Background: an optimization exercise with open tools, aiming at a short achievable clock period and few clock cycles. Do not read the settings as production practice.
No functional check of the RTL was part of this run.
No activity file was given, so power comes from the tool's default toggle rates.

==> design.v <==
`timescale 1ns / 1ps
module mips_core(clk, reset, imem_addr, imem_data, dmem_addr, dmem_we, dmem_wdata, dmem_rdata, halted);
	input clk;
	input reset;
	output [7:0] imem_addr;
	input [31:0] imem_data;
	output [7:0] dmem_addr;
	output [3:0] dmem_we;
	output [31:0] dmem_wdata;
	input [31:0] dmem_rdata;
	output halted;
	localparam K_ADD = 4, K_SUB = 3, K_LOG = 2, K_SH = 1, K_SLT = 0;
	localparam F_WB = 1, F_REG = 0;
	reg        reset_q;
	reg  [7:0] fa_seq, fa_tgt;
	reg        fa_sel;
	reg        d_valid;
	reg [31:0] d_ir;
	reg  [7:0] d_pc1, d_tgt;
	reg        d_pred;
	reg  [4:0] e_rd;
	reg  [3:0] e_we;
	reg        e_load, e_br, e_eop;
	reg        e_bne, e_pred;
	reg  [7:0] e_alt;
	reg [31:0] e_a, e_b, e_t;
	reg  [6:0] e_fa, e_fb, e_ft;
	reg  [4:0] e_kind;
	reg        e_and, e_or, e_xor, e_nor, e_sll, e_sra;
	reg  [1:0] e_width;
	reg        mis_q;     
	reg        dead;      
	reg        h;         
	reg  [4:0] m_rd;
	reg  [3:0] m_we;
	reg        m_load;
	reg  [4:0] m_kind;
	reg [31:0] m_add, m_sub, m_log, m_sh;
	reg        m_slt;
	reg [31:0] m_wd;
	reg  [1:0] m_width;
	reg  [4:0] w_rd;
	reg [31:0] w_res;
	assign halted = h;
	wire [7:0] pcF = fa_sel ? fa_tgt : fa_seq;
	assign imem_addr = pcF;
	wire [31:0] fI = imem_data;
	wire [7:0] pc1F = pcF + 8'd1;
	wire [7:0] tgtF;
	wire predF;
	mc_fetch u_fetch(.pc1(pc1F), .ir(fI), .tgt(tgtF), .pred(predF));
	wire [5:0] op = d_ir[31:26];
	wire [4:0] rs = d_ir[25:21];
	wire [4:0] rt = d_ir[20:16];
	wire [4:0] rdf = d_ir[15:11];
	wire [4:0] sa = d_ir[10:6];
	wire [5:0] fn = d_ir[5:0];
	wire [15:0] imm = d_ir[15:0];
	wire isLoad  = (op[5:3] == 3'b100) & (op[1:0] != 2'b10);
	wire isStore = (op[5:2] == 4'b1010) & (op[1:0] != 2'b10);
	wire isADDI  = (op == 6'b001000);
	wire isSLTI  = (op == 6'b001010);
	wire isANDI  = (op == 6'b001100);
	wire isORI   = (op == 6'b001101);
	wire isXORI  = (op == 6'b001110);
	wire isLUI   = (op == 6'b001111);
	wire isBr    = (op[5:1] == 5'b00010);
	wire isJ     = (op == 6'b000010);
	wire isEOP   = (op == 6'b111111);
	wire isI     = isADDI | isSLTI | isANDI | isORI | isXORI | isLUI;
	wire isR     = ~(isLoad | isStore | isI | isBr | isJ | isEOP);
	wire fSLL  = (fn == 6'b000000);
	wire fSRL  = (fn == 6'b000010);
	wire fSRA  = (fn == 6'b000011);
	wire fSLLV = (fn == 6'b000100);
	wire fSRLV = (fn == 6'b000110);
	wire fSRAV = (fn == 6'b000111);
	wire fADD  = (fn == 6'b100000);
	wire fSUB  = (fn == 6'b100010);
	wire fAND  = (fn == 6'b100100);
	wire fOR   = (fn == 6'b100101);
	wire fXOR  = (fn == 6'b100110);
	wire fNOR  = (fn == 6'b100111);
	wire fSLT  = (fn == 6'b101010);
	wire shImm = isR & (fSLL | fSRL | fSRA);
	wire kAnd = (isR & fAND) | isANDI;
	wire kOr  = (isR & fOR) | isORI | isLUI;
	wire kXor = (isR & fXOR) | isXORI;
	wire kNor = isR & fNOR;
	wire kSll = isR & (fSLL | fSLLV);
	wire kSr  = isR & (fSRL | fSRLV | fSRA | fSRAV);
	wire [4:0] kind;
	assign kind[K_ADD] = (isR & fADD) | isADDI | isLoad | isStore;
	assign kind[K_SUB] = isR & fSUB;
	assign kind[K_LOG] = kAnd | kOr | kXor | kNor;
	assign kind[K_SH]  = kSll | kSr;
	assign kind[K_SLT] = (isR & fSLT) | isSLTI;
	wire useA = ((isR & ~shImm) | isLoad | isStore | (isI & ~isLUI) | isBr);
	wire useB = isR | isBr;
	wire useT = isStore;
	wire [4:0] dest = isR ? rdf : ((isLoad | isI) ? rt : 5'd0);
	wire [32*32-1:0] rf_flat;
	wire [31:0] rfA, rfB;
	mc_rfread u_rfread(.rf(rf_flat), .ra(rs), .rb(rt), .w_rd(w_rd), .w_res(w_res), .da(rfA), .db(rfB));
	wire [31:0] seImm = {{16{imm[15]}}, imm};
	wire [31:0] zeImm = {16'd0, imm};
	wire [31:0] immX = isLUI ? {imm, 16'd0} : ((isANDI | isORI | isXORI) ? zeImm : seImm);
	wire [31:0] aVal = shImm ? {27'd0, sa} : (isLUI ? 32'd0 : rfA);
	wire [31:0] bVal = useB ? rfB : immX;
	wire eLd = e_load & (e_rd != 5'd0);
	wire stall = d_valid & eLd & ((useA & (rs == e_rd)) | ((useB | useT) & (rt == e_rd)));
	wire eW = (e_rd != 5'd0);
	wire mW = (m_rd != 5'd0);
	wire fam = useA & eW & (rs == e_rd);
	wire faw = useA & mW & (rs == m_rd) & ~fam;
	wire fbm = useB & eW & (rt == e_rd);
	wire fbw = useB & mW & (rt == m_rd) & ~fbm;
	wire ftm = useT & eW & (rt == e_rd);
	wire ftw = useT & mW & (rt == m_rd) & ~ftm;
	wire [6:0] selA = {{5{fam}} & e_kind, faw, ~(fam | faw)};
	wire [6:0] selB = {{5{fbm}} & e_kind, fbw, ~(fbm | fbw)};
	wire [6:0] selT = {{5{ftm}} & e_kind, ftw, ~(ftm | ftw)};
	wire [31:0] xAdd, xSub, xLog, xSh, T;
	wire xSlt, eq;
	mc_ex u_ex(.fa(e_fa), .fb(e_fb), .ft(e_ft),
		.m_add(m_add), .m_sub(m_sub), .m_log(m_log), .m_sh(m_sh), .m_slt(m_slt),
		.w_res(w_res), .e_a(e_a), .e_b(e_b), .e_t(e_t),
		.op_and(e_and), .op_or(e_or), .op_xor(e_xor), .op_nor(e_nor),
		.op_sll(e_sll), .op_sra(e_sra),
		.add(xAdd), .sub(xSub), .slt(xSlt), .log(xLog), .sh(xSh), .t(T), .eq(eq));
	wire eValid = ~mis_q;
	wire mis = e_br & eValid & ((e_bne ^ eq) ^ e_pred);
	wire eopEX = e_eop & eValid;
	assign dmem_addr = m_add[7:0];
	assign dmem_we = m_we;
	assign dmem_wdata = m_wd;
	wire [31:0] mRes = ({32{m_kind[K_ADD]}} & m_add) | ({32{m_kind[K_SUB]}} & m_sub) |
	                   ({32{m_kind[K_LOG]}} & m_log) | ({32{m_kind[K_SH]}} & m_sh) |
	                   {31'd0, m_kind[K_SLT] & m_slt};
	wire [31:0] ldMask = {{16{m_width[1]}}, {8{m_width[0]}}, 8'hff};
	wire [31:0] resM = m_load ? (dmem_rdata & ldMask) : mRes;
	always @(posedge clk) reset_q <= reset;
	always @(posedge clk) begin
		if (reset) begin
			fa_seq <= 8'd0;
			fa_sel <= 1'b0;
			d_valid <= 1'b0;
			mis_q <= 1'b0;
			dead <= 1'b0;
			h <= 1'b0;
			e_rd <= 5'd0; e_we <= 4'd0; e_load <= 1'b0; e_br <= 1'b0; e_eop <= 1'b0;
			m_rd <= 5'd0; m_we <= 4'd0; m_load <= 1'b0;
			w_rd <= 5'd0;
		end else begin
			if (mis) begin
				fa_seq <= e_alt;
				fa_sel <= 1'b0;
				d_valid <= 1'b0;
			end else if (stall) begin
				fa_seq <= pcF;
				fa_sel <= 1'b0;
			end else begin
				fa_seq <= pc1F;
				fa_sel <= predF;
				d_valid <= 1'b1;
			end
			mis_q <= mis;
			dead <= dead | eopEX;
			if (stall | ~d_valid | dead | eopEX) begin
				e_rd <= 5'd0; e_we <= 4'd0; e_load <= 1'b0; e_br <= 1'b0; e_eop <= 1'b0;
			end else begin
				e_rd <= dest;
				e_we <= isStore ? {op[1] & op[0], op[1] & op[0], op[0], 1'b1} : 4'd0;
				e_load <= isLoad;
				e_br <= isBr & (rs != rt);
				e_eop <= isEOP;
			end
			m_rd <= eValid ? e_rd : 5'd0;
			m_we <= eValid ? e_we : 4'd0;
			m_load <= e_load & eValid;
			h <= h | eopEX;
			w_rd <= m_rd;
		end
	end
	always @(posedge clk) fa_tgt <= tgtF;
	always @(posedge clk) begin
		if (~stall) begin
			d_ir <= fI;
			d_pc1 <= pc1F;
			d_tgt <= tgtF;
			d_pred <= predF;
		end
		e_bne <= op[0];
		e_pred <= d_pred;
		e_alt <= d_pred ? d_pc1 : d_tgt;
		e_a <= aVal; e_b <= bVal; e_t <= rfB;
		e_fa <= selA; e_fb <= selB; e_ft <= selT;
		e_kind <= kind;
		e_and <= kAnd; e_or <= kOr; e_xor <= kXor; e_nor <= kNor;
		e_sll <= kSll; e_sra <= fSRA | fSRAV;
		e_width <= op[1:0];
		m_kind <= e_kind;
		m_add <= xAdd; m_sub <= xSub; m_log <= xLog; m_sh <= xSh; m_slt <= xSlt;
		m_wd <= T;
		m_width <= e_width;
		w_res <= resM;
	end
	assign rf_flat[31:0] = 32'd0;
	genvar gi;
	generate
		for (gi = 1; gi < 32; gi = gi + 1) begin : g_rf
			reg [31:0] q;
			always @(posedge clk) begin
				if (reset_q)
					q <= 32'd0;
				else if (w_rd == gi)
					q <= w_res;
			end
			assign rf_flat[gi*32 +: 32] = q;
		end
	endgenerate
endmodule
module mc_fetch(pc1, ir, tgt, pred);
	input [7:0] pc1;
	input [31:0] ir;
	output [7:0] tgt;
	output pred;
	wire [5:0] op = ir[31:26];
	assign tgt = pc1 + ir[7:0];
	assign pred = (op == 6'b000010) |
	              ((op[5:1] == 5'b00010) & (op[0] ^ (ir[25:21] == ir[20:16])));
endmodule
module mc_rfread(rf, ra, rb, w_rd, w_res, da, db);
	input [32*32-1:0] rf;
	input [4:0] ra, rb, w_rd;
	input [31:0] w_res;
	output [31:0] da, db;
	assign da = (ra == 5'd0) ? 32'd0 : (ra == w_rd) ? w_res : rf[ra*32 +: 32];
	assign db = (rb == 5'd0) ? 32'd0 : (rb == w_rd) ? w_res : rf[rb*32 +: 32];
endmodule
module mc_ex(fa, fb, ft, m_add, m_sub, m_log, m_sh, m_slt, w_res, e_a, e_b, e_t,
	op_and, op_or, op_xor, op_nor, op_sll, op_sra, add, sub, slt, log, sh, t, eq);
	input [6:0] fa, fb, ft;
	input [31:0] m_add, m_sub, m_log, m_sh, w_res, e_a, e_b, e_t;
	input m_slt;
	input op_and, op_or, op_xor, op_nor, op_sll, op_sra;
	output [31:0] add, sub, log, sh, t;
	output slt, eq;
	wire [31:0] A = ({32{fa[6]}} & m_add) | ({32{fa[5]}} & m_sub) | ({32{fa[4]}} & m_log) |
	                ({32{fa[3]}} & m_sh) | {31'd0, fa[2] & m_slt} | ({32{fa[1]}} & w_res) |
	                ({32{fa[0]}} & e_a);
	wire [31:0] B = ({32{fb[6]}} & m_add) | ({32{fb[5]}} & m_sub) | ({32{fb[4]}} & m_log) |
	                ({32{fb[3]}} & m_sh) | {31'd0, fb[2] & m_slt} | ({32{fb[1]}} & w_res) |
	                ({32{fb[0]}} & e_b);
	assign t      = ({32{ft[6]}} & m_add) | ({32{ft[5]}} & m_sub) | ({32{ft[4]}} & m_log) |
	                ({32{ft[3]}} & m_sh) | {31'd0, ft[2] & m_slt} | ({32{ft[1]}} & w_res) |
	                ({32{ft[0]}} & e_t);
	mc_add32 u_add(.a(A), .b(B), .cin(1'b0), .s(add));
	mc_add32 u_sub(.a(A), .b(~B), .cin(1'b1), .s(sub));
	assign slt = (A[31] ^ B[31]) ? A[31] : sub[31];
	assign log = ({32{op_and}} & (A & B)) | ({32{op_or}} & (A | B)) |
	             ({32{op_xor}} & (A ^ B)) | ({32{op_nor}} & ~(A | B));
	wire [4:0] s = A[4:0];
	wire [33:0] srx = $signed({op_sra & B[31], B[31], B}) >>> s;
	assign sh = op_sll ? (B << s) : srx[31:0];
	assign eq = (A == B);
endmodule
module mc_add32(a, b, cin, s);
	input [31:0] a, b;
	input cin;
	output [31:0] s;
	wire [31:0] p0 = a ^ b;
	wire [31:0] g0 = (a & b) | {31'd0, p0[0] & cin};
	wire [31:0] g1, p1, g2, p2, g3, p3, g4, p4, g5, p5;
	genvar i;
	generate
		for (i = 0; i < 32; i = i + 1) begin : g_ks
			if (i >= 1) begin : l1
				assign g1[i] = g0[i] | (p0[i] & g0[i-1]);
				assign p1[i] = p0[i] & p0[i-1];
			end else begin : l1n
				assign g1[i] = g0[i];
				assign p1[i] = p0[i];
			end
			if (i >= 2) begin : l2
				assign g2[i] = g1[i] | (p1[i] & g1[i-2]);
				assign p2[i] = p1[i] & p1[i-2];
			end else begin : l2n
				assign g2[i] = g1[i];
				assign p2[i] = p1[i];
			end
			if (i >= 4) begin : l3
				assign g3[i] = g2[i] | (p2[i] & g2[i-4]);
				assign p3[i] = p2[i] & p2[i-4];
			end else begin : l3n
				assign g3[i] = g2[i];
				assign p3[i] = p2[i];
			end
			if (i >= 8) begin : l4
				assign g4[i] = g3[i] | (p3[i] & g3[i-8]);
				assign p4[i] = p3[i] & p3[i-8];
			end else begin : l4n
				assign g4[i] = g3[i];
				assign p4[i] = p3[i];
			end
			if (i >= 16) begin : l5
				assign g5[i] = g4[i] | (p4[i] & g4[i-16]);
				assign p5[i] = p4[i] & p4[i-16];
			end else begin : l5n
				assign g5[i] = g4[i];
				assign p5[i] = p4[i];
			end
		end
	endgenerate
	wire [31:0] c = {g5[30:0], cin};
	assign s = p0 ^ c;
endmodule
==> run.sh <==
#!/bin/bash
# synth_recipe.tcl (not shown) runs the flow's synth.tcl, then flattens the netlist and writes it again
# the make line also repeats each setting of config.mk as NAME=value (left out here)
make -C /OpenROAD-flow-scripts/flow DESIGN_CONFIG=/design/flow/config.mk WORK_HOME=/design/flow/orfs CLKGATE_MAP_FILE= SYNTH_SCRIPT=/design/flow/synth_recipe.tcl finish
==> config.mk <==
export PLATFORM = sky130hd
export DESIGN_NAME = mips_core
export DESIGN_NICKNAME = mips_core
export VERILOG_FILES = /design/flow/design.v
export SDC_FILE = /design/flow/constraint.sdc
export NUM_CORES = 4
export LEC_CHECK = 0
export CAP_MARGIN = 20
export CORE_MARGIN = 2
export CORE_UTILIZATION = 40
export SETUP_SLACK_MARGIN = 5
export SLEW_MARGIN = 20
export SYNTH_HIERARCHICAL = 1
export SYNTH_MINIMUM_KEEP_SIZE = 0
export TNS_END_PERCENT = 100
==> constraint.sdc <==
create_clock -name core_clock -period 9.0 [get_ports {clk}]
set_input_delay 1.8000 -clock core_clock [delete_from_list [all_inputs] [get_ports {clk}]]
set_output_delay 1.8000 -clock core_clock [all_outputs]
set_load 0.01 [all_outputs]
==> results.ini <==
[run_status]
outcome=complete, no violations

[layout]
multi_input_area_mm2=0.04427
largest_reg_flops=992
drive_above_1_share_pct=13.75
seq_area_mm2=0.02908
top_register=g_rf.q
fillers=18170
nets=8589
post-route-util_pct=45.01
syn2layout_area_growth_pct=12.06

[sta]
slew_headroom_pct=17.49
finalSetupViolCount=0
hold_violations=0
fmaxAchievable_mhz=244.2
worst_pin_slew_ns=1.233
rsz0062_at_grt=yes
fin_setup_tns_ns=0
fin_crit_sh_pct=45.49
drv_slew=0
finalClockSkew_ns=0.04336
timing.hold.ws_ns=0.3297
min_period_ns=4.094

[logic_synthesis]
yosys.area.top_type=dfxtp_1
synth.most_common_cell=nand2_1
yosysUniqueCellTypes=105
synth-edff-count=49
syn_area_mm2=0.07622
synth_cells=8650
synth_seq_cells=1427
synth.avg_cell_area_um2=8.811
synth_flop_cell=dfxtp_1
synthTopCellsByArea=dfxtp_1, mux4_2, nand2_1, a21oi_1, a22oi_1
yosysTopAreaCellShare_pct=36.19
yosys_warnings=7
yosys-top-cells-count=nand2_1, dfxtp_1, a21oi_1
postSynth.asyncResetShare_pct=0
synth-seq-area-share_pct=38.12

[placed_design]
io_buffers=118
gp_congestion=1.019
dp_hpwl_mm=201.9

[clock_tree]
cts.sinks=1427
cts-root-buf=clkbuf_16
cts_tree=yes
clk_pin_slew_ns=0.07
clk_path_buf_depth=3
cts_inserted_buffers=161
htree_levels=4
clk_latency_ns=0.83
holdBufCountCts=0

[critical_path]
arrival_ns=4.81
critPathSlowestCell=nor2b_4
cp_cell_sequence=buf_4 -> buf_4 -> buf_4 -> nor2b_4 -> buf_6 -> a22oi_1 -> a21oi_1 -> a22o_1 -> nand2_1 -> o21ai_0
timing.rr.start=d_ir[24]
critPathMaxStageDelay_ns=0.58
endpoint_kind=register
critical_path.top_delay_family=buffers and inverters
required_ns=9.72
path_max_fanout=17
cp-startpoint=d_ir[24]
cp-start-kind=register
critPathKind=reg2reg
worst-path-buf-inv=4
path_common_cell=buf_4

[global_routing]
grt_pass1_vias=66680
grt_max_degree=223
grt_use_total_pct=32.90
grt_pass1_wl_mm=470.6
antenna_found_initial=13
grt_overflow=0

[pwr]
p_per_area_mw_per_mm2=195.9
power_switching_w=0.005193
irDropWorstVdd_v=0.0001634
p_int_w=0.01154
total_power_w=0.01673
swShare_pct=31.03
seq_power_share_pct=42.6
clkPwrFrac_pct=42.1
p_comb_share_pct=15.3
cellLeakagePower_nw=29.76

[routing]
drtIter0Drc=10980
vias=71050
first_pass_iters=10
via_per_inst=6.441
antenna_left=0
drc=0
wire_per_inst_um=30.01
routed_wl_mm=331.1

[die]
start_util_pct=40.16
dieWidth_um=440.5
chipHeight_um=440.5
core_area_mm2=0.1898
row_count=160
die_area_mm2=0.1941
ios=119

[hold_path]
min_path_type=reg2reg
min_from=e_width[1]

[run]
cap_violations=0

## path summary, 6_finish.rpt
path	endpoint	slack, ns	depth (start not counted)
worst min register to register	m_width[1]	0.33	0
worst max register to register	e_a[0]	4.91	10
worst max-delay path	e_a[0]	4.91	10
worst min-delay path	m_width[1]	0.33	0
## worst reg2reg max path: stages (launching register included)
cell and delay [ns]:
edfxtp_1 0.35, buf_4 0.40, buf_4 0.55, buf_4 0.53
nor2b_4 0.59, buf_6 0.45, a22oi_1 0.17, a21oi_1 0.41
a22o_1 0.20, nand2_1 0.04, o21ai_0 0.31
## per-module statistics from Yosys, one instance, submodules excluded
module,cells inside,area (um2)
mips_core,5488,47040
mc_rfread,1324,16550
mc_ex,1201,8238
mc_add32,288,1977
mc_fetch,61,439.2
## timing repair
action                                  in CTS  in global routing
buffers inserted                             6                  2
endpoints found under the setup margin      46                 89
gates cloned                                 0                  1
pin swaps                                    4                  6
gates resized for setup                     45                 50
endpoints found under the hold margin        0                  0
## power by group through the flow
stage / registers [W] / logic, W / clock network (W)
6_report: 0.00713 / 0.00256 / 0.00704
5_1_grt: 0.00712 / 0.00266 / 0.00732
4_1_cts: 0.00709 / 0.00244 / 0.00706
3_5_place_dp: 0.00721 / 0.00241 / 0
3_3_place_gp: 0.00722 / 0.00241 / 0
2_1_floorplan: 0.00698 / 0.00157 / 0
## area by class of cell
| type | instances | share of cell area (%) |
|---|---|---|
| Multi-Input combinational cell | 6378 | 51.83 |
| Sequential cell | 1427 | 34.04 |
| Clock buffer | 219 | 5.326 |
| Tap cell | 2511 | 3.678 |
| Timing Repair Buffer | 309 | 3.410 |
| Clock inverter | 74 | 1.213 |
| Inverter | 107 | 0.4849 |
| Antenna cell | 6 | 0.01758 |
## logic make-up after synthesis
family	count (synthesis)	synth area share, %
AO/OA/AOI/OAI	2239	18.33
XOR/XNOR	103	1.184
adder cells (fa/ha/maj)	139	2.331
buffers and inverters	909	5.048
flip-flops	1427	38.12
multiplexers	850	18.73
other	3	0.01477
AND/OR/NAND/NOR	2980	16.24
## per-stage QoR
step / cell area (um2) / setup slack, ns / std cells
after floorplan: 76460 / 5.508 / 8713
after global placement: 79200 / 4.438 / 10720
after detailed placement: 79210 / 4.456 / 10720
after CTS: 85050 / 4.934 / 11020
after global routing: 85400 / 4.898 / 11030
final: 85410 / 4.906 / 11030
## layer usage
metal,wire length (um),vias up,track usage (%)
met5,137,-,0
met4,21740,8,18.52
met3,41270,1099,8.821
met2,142900,4869,49.38
met1,125000,34580,42.74
li1,-,30490,-
## placed cells by master (no fill, tap or decap), drive strengths merged, types with 66 or more instances in the layout
master	count
mux4	452
and2	76
buf	188
inv	111
clkbuf	222
nor2	202
nor3	68
mux2i	322
ha	134
a21oi	1188
o21ai	124
clkdlybuf4s50	118
dfxtp	1378
o221ai	74
mux2	76
a22o	67
a22oi	431
nand3	143
nand2	2284
conb	66

static timing again, ports no longer ideal:
No port has a modelled driver above. Below, the same layout with a new extraction and two added sets of constraints. Step 1: set_driving_cell puts a clkbuf_16 on clk and a buf_2 on each other input, an assumption about the parent block. Step 2 also shifts input and output timing later by t, the mid clock arrival at the registers, as if the neighbouring blocks saw the same clock. Slacks: no drivers / after step 1 / after step 2; pairs: no drivers / after step 1.
t, ns: 0.897
setup slack, ns: 4.906 / 4.878 / 4.906
worst register clock-pin slew, ns: 0.07 / 0.07
worst slew at a driven data input, ns: 0.07
cell pins on the clock port's net: 1
After both steps setup and hold are still met in this run. The setup slack of this run moves by -0.028 ns with the drivers and by 0.000 ns with both steps.
